What follows belongs to an exercise in optimizing a design on an open flow for small area and a short achievable clock period; a production flow would make more cautious choices.
Only simulation tests tie the RTL to the original design; equivalence was not proved.
No activity file was given, so power comes from the tool's default toggle rates. The flow treats the clock pin as an ideal source, which a real chip does not have.

==> module sync_fifo, before the edit <==
module sync_fifo #(parameter depth=64,parameter n=8,parameter addr_n=6)(input [n-1:0]din,input clk,rst,w_en,r_en,output reg [n-1:0]dout,output full,empty);
  localparam LO = 9;
  localparam HI = 7;
  localparam NC = 2;
  localparam BPC = n/NC;
  reg [n-1:0] mem [0:LO*HI-1];
  reg [LO-1:0] wlo;
  reg [HI-1:0] whi;
  reg [2:0] rhi;
  reg [LO-1:0] rlo [0:NC-1];
  reg [addr_n-1:0] cnt;
  reg e_r, f_r;
  assign empty = e_r;
  assign full  = f_r;
  wire wr = w_en & ~f_r;
  wire rd = r_en & ~e_r;
  integer i, j, k;
  always @(posedge clk) begin
    for (i = 0; i < HI; i = i + 1)
      for (j = 0; j < LO; j = j + 1)
        if (wr & whi[i] & wlo[j])
          mem[i*LO+j] <= din;
  end
  reg [n-1:0] rdata;
  reg [n-1:0] row;
  reg [n-1:0] csel;
  always @* begin
    rdata = {n{1'b0}};
    for (i = 0; i < HI; i = i + 1) begin
      row = {n{1'b0}};
      for (j = 0; j < LO; j = j + 1) begin
        for (k = 0; k < n; k = k + 1)
          csel[k] = rlo[k/BPC][j];
        row = row | (mem[i*LO+j] & csel);
      end
      rdata = rdata | (row & {n{rhi == i}});
    end
  end
  wire [addr_n-1:0] cnt_up = cnt + 1'b1;
  wire [addr_n-1:0] cnt_dn = cnt - 1'b1;
  wire cnt_is1  = (cnt == 6'd1);
  wire cnt_is62 = (cnt == 6'd62);
  always @(posedge clk) begin
    if (rst) begin
      wlo <= 1; whi <= 1; rhi <= 0;
      for (k = 0; k < NC; k = k + 1) rlo[k] <= 1;
      cnt <= 0; e_r <= 1'b1; f_r <= 1'b0;
      dout <= 0;
    end else begin
      if (wr) begin
        wlo <= {wlo[LO-2:0], wlo[LO-1]};
        if (wlo[LO-1]) whi <= {whi[HI-2:0], whi[HI-1]};
      end
      if (rd) begin
        dout <= rdata;
        for (k = 0; k < NC; k = k + 1) rlo[k] <= {rlo[k][LO-2:0], rlo[k][LO-1]};
        if (rlo[0][LO-1]) rhi <= (rhi == HI-1) ? 3'd0 : rhi + 1'b1;
      end
      if (wr & ~rd) begin
        cnt <= cnt_up;
        e_r <= 1'b0;
        f_r <= cnt_is62;
      end else if (rd & ~wr) begin
        cnt <= cnt_dn;
        f_r <= 1'b0;
        e_r <= cnt_is1;
      end
    end
  end
endmodule
clock: 4.0 ns
lec_check: 0
cap_margin: 20
core_margin: 2
core_utilization: 60
setup_slack_margin: 2.1
slew_margin: 20
tns_end_percent: 10
standard.sh (not shown) runs the stock make flow with config.mk's settings and CLKGATE_MAP_FILE= SYNTH_SCRIPT=/design/flow/synth_recipe.tcl, a recipe that flattens the netlist after the stock synthesis.
==> flow/flow/run.sh <==
#!/bin/bash
# Standard ORFS layout (the standard.sh) with three changes:
#  - ports are buffered with buf_4 instead of the delay cell buffer_ports picks by default;
#  - CTS uses larger sink clusters and no dummy loads;
#  - a222oi_1 (only one, weak drive strength) is kept out of mapping; the platform's
#    own don't-use list is repeated since this setting replaces it.
set -euo pipefail
bash standard.sh \
  "BUFFER_PORTS_ARGS=-buffer_cell sky130_fd_sc_hd__buf_4" \
  "CTS_ARGS=-sink_clustering_enable -repair_clock_nets -sink_clustering_size 30 -sink_clustering_max_diameter 100 -dont_use_dummy_load" \
  "DONT_USE_CELLS=sky130_fd_sc_hd__probe_p_8 sky130_fd_sc_hd__probec_p_8 sky130_fd_sc_hd__lpflow_bleeder_1 sky130_fd_sc_hd__lpflow_clkbufkapwr_1 sky130_fd_sc_hd__lpflow_clkbufkapwr_16 sky130_fd_sc_hd__lpflow_clkbufkapwr_2 sky130_fd_sc_hd__lpflow_clkbufkapwr_4 sky130_fd_sc_hd__lpflow_clkbufkapwr_8 sky130_fd_sc_hd__lpflow_clkinvkapwr_1 sky130_fd_sc_hd__lpflow_clkinvkapwr_16 sky130_fd_sc_hd__lpflow_clkinvkapwr_2 sky130_fd_sc_hd__lpflow_clkinvkapwr_4 sky130_fd_sc_hd__lpflow_clkinvkapwr_8 sky130_fd_sc_hd__lpflow_decapkapwr_12 sky130_fd_sc_hd__lpflow_decapkapwr_3 sky130_fd_sc_hd__lpflow_decapkapwr_4 sky130_fd_sc_hd__lpflow_decapkapwr_6 sky130_fd_sc_hd__lpflow_decapkapwr_8 sky130_fd_sc_hd__lpflow_inputiso0n_1 sky130_fd_sc_hd__lpflow_inputiso0p_1 sky130_fd_sc_hd__lpflow_inputiso1n_1 sky130_fd_sc_hd__lpflow_inputiso1p_1 sky130_fd_sc_hd__lpflow_inputisolatch_1 sky130_fd_sc_hd__lpflow_isobufsrc_1 sky130_fd_sc_hd__lpflow_isobufsrc_16 sky130_fd_sc_hd__lpflow_isobufsrc_2 sky130_fd_sc_hd__lpflow_isobufsrc_4 sky130_fd_sc_hd__lpflow_isobufsrc_8 sky130_fd_sc_hd__lpflow_isobufsrckapwr_16 sky130_fd_sc_hd__lpflow_lsbuf_lh_hl_isowell_tap_1 sky130_fd_sc_hd__lpflow_lsbuf_lh_hl_isowell_tap_2 sky130_fd_sc_hd__lpflow_lsbuf_lh_hl_isowell_tap_4 sky130_fd_sc_hd__lpflow_lsbuf_lh_isowell_4 sky130_fd_sc_hd__lpflow_lsbuf_lh_isowell_tap_1 sky130_fd_sc_hd__lpflow_lsbuf_lh_isowell_tap_2 sky130_fd_sc_hd__lpflow_lsbuf_lh_isowell_tap_4 sky130_fd_sc_hd__a222oi_1" \
  finish > standard.log 2>&1
Next try:
--- a/flow/design.v
+++ b/flow/design.v
@@ -1,15 +1,15 @@
 module sync_fifo #(parameter depth=64,parameter n=8,parameter addr_n=6)(input [n-1:0]din,input clk,rst,w_en,r_en,output reg [n-1:0]dout,output full,empty);
   localparam LO = 9;
   localparam HI = 7;
-  localparam NC = 2;
+  localparam NC = 1;
   localparam BPC = n/NC;
   reg [n-1:0] mem [0:LO*HI-1];
   reg [LO-1:0] wlo;
   reg [HI-1:0] whi;
-  reg [2:0] rhi;
+  reg [HI-1:0] rhi;
   reg [LO-1:0] rlo [0:NC-1];
   reg [addr_n-1:0] cnt;
   reg e_r, f_r;
   assign empty = e_r;
   assign full  = f_r;
   wire wr = w_en & ~f_r;
@@ -30,34 +30,34 @@
       row = {n{1'b0}};
       for (j = 0; j < LO; j = j + 1) begin
         for (k = 0; k < n; k = k + 1)
           csel[k] = rlo[k/BPC][j];
         row = row | (mem[i*LO+j] & csel);
       end
-      rdata = rdata | (row & {n{rhi == i}});
+      rdata = rdata | (row & {n{rhi[i]}});
     end
   end
   wire [addr_n-1:0] cnt_up = cnt + 1'b1;
   wire [addr_n-1:0] cnt_dn = cnt - 1'b1;
   wire cnt_is1  = (cnt == 6'd1);
   wire cnt_is62 = (cnt == 6'd62);
   always @(posedge clk) begin
     if (rst) begin
-      wlo <= 1; whi <= 1; rhi <= 0;
+      wlo <= 1; whi <= 1; rhi <= 1;
       for (k = 0; k < NC; k = k + 1) rlo[k] <= 1;
       cnt <= 0; e_r <= 1'b1; f_r <= 1'b0;
       dout <= 0;
     end else begin
       if (wr) begin
         wlo <= {wlo[LO-2:0], wlo[LO-1]};
         if (wlo[LO-1]) whi <= {whi[HI-2:0], whi[HI-1]};
       end
       if (rd) begin
         dout <= rdata;
         for (k = 0; k < NC; k = k + 1) rlo[k] <= {rlo[k][LO-2:0], rlo[k][LO-1]};
-        if (rlo[0][LO-1]) rhi <= (rhi == HI-1) ? 3'd0 : rhi + 1'b1;
+        if (rlo[0][LO-1]) rhi <= {rhi[HI-2:0], rhi[HI-1]};
       end
       if (wr & ~rd) begin
         cnt <= cnt_up;
         e_r <= 1'b0;
         f_r <= cnt_is62;
       end else if (rd & ~wr) begin
What happened: The new run produced a clean layout; final cell count shrinks by 0.88%; core utilization shrinks by 1.5 points; total power shrinks by 1.2%; worst setup slack is better by 0.050 ns; design area shrinks by 3.0%; hold slack is worse by 0.021 ns; via count shrinks by 4.1%; area after synthesis shrinks by 1.2%; sequential share of layout area grows by 1.7 points; global-route usage shrinks by 1.2 points; wire length shrinks by 5.6%; clock skew grows by 0.034 ns; die area shrinks by 1.2%; non-clock buffer count shrinks by 20.

[afterwards: timing with drivers on the ports]
The flow's constraints put no driver on any port. The routed layouts listed below were extracted and timed again, unchanged, in two steps.
Step 1, drivers: a clkbuf_16 drives clk and a buf_2 each remaining input, both assumed.
Step 2 times the ports against the registers' clock, not the clock port: input delays grow and output delays shrink by t, the midpoint of the rising clock arrivals with the driver on.
Three values: ideal ports, drivers, drivers and shift; two values: the first two.
run | shift t [ns] | setup WS [ns] | worst setup path after step 2 | worst register clock-pin slew, ns | cell pins on the clock port's net
the first run | 0.605 | 2.010 / 1.974 / 1.715 | input to register | 0.11 / 0.11 | 1
the second run | 0.595 | 2.059 / 2.006 / 1.662 | input to register | 0.12 / 0.12 | 1
After both steps every run listed still meets setup and hold. The setup slack of the second run, which loses most, moves by -0.053 ns with the drivers and by -0.397 ns with both steps.
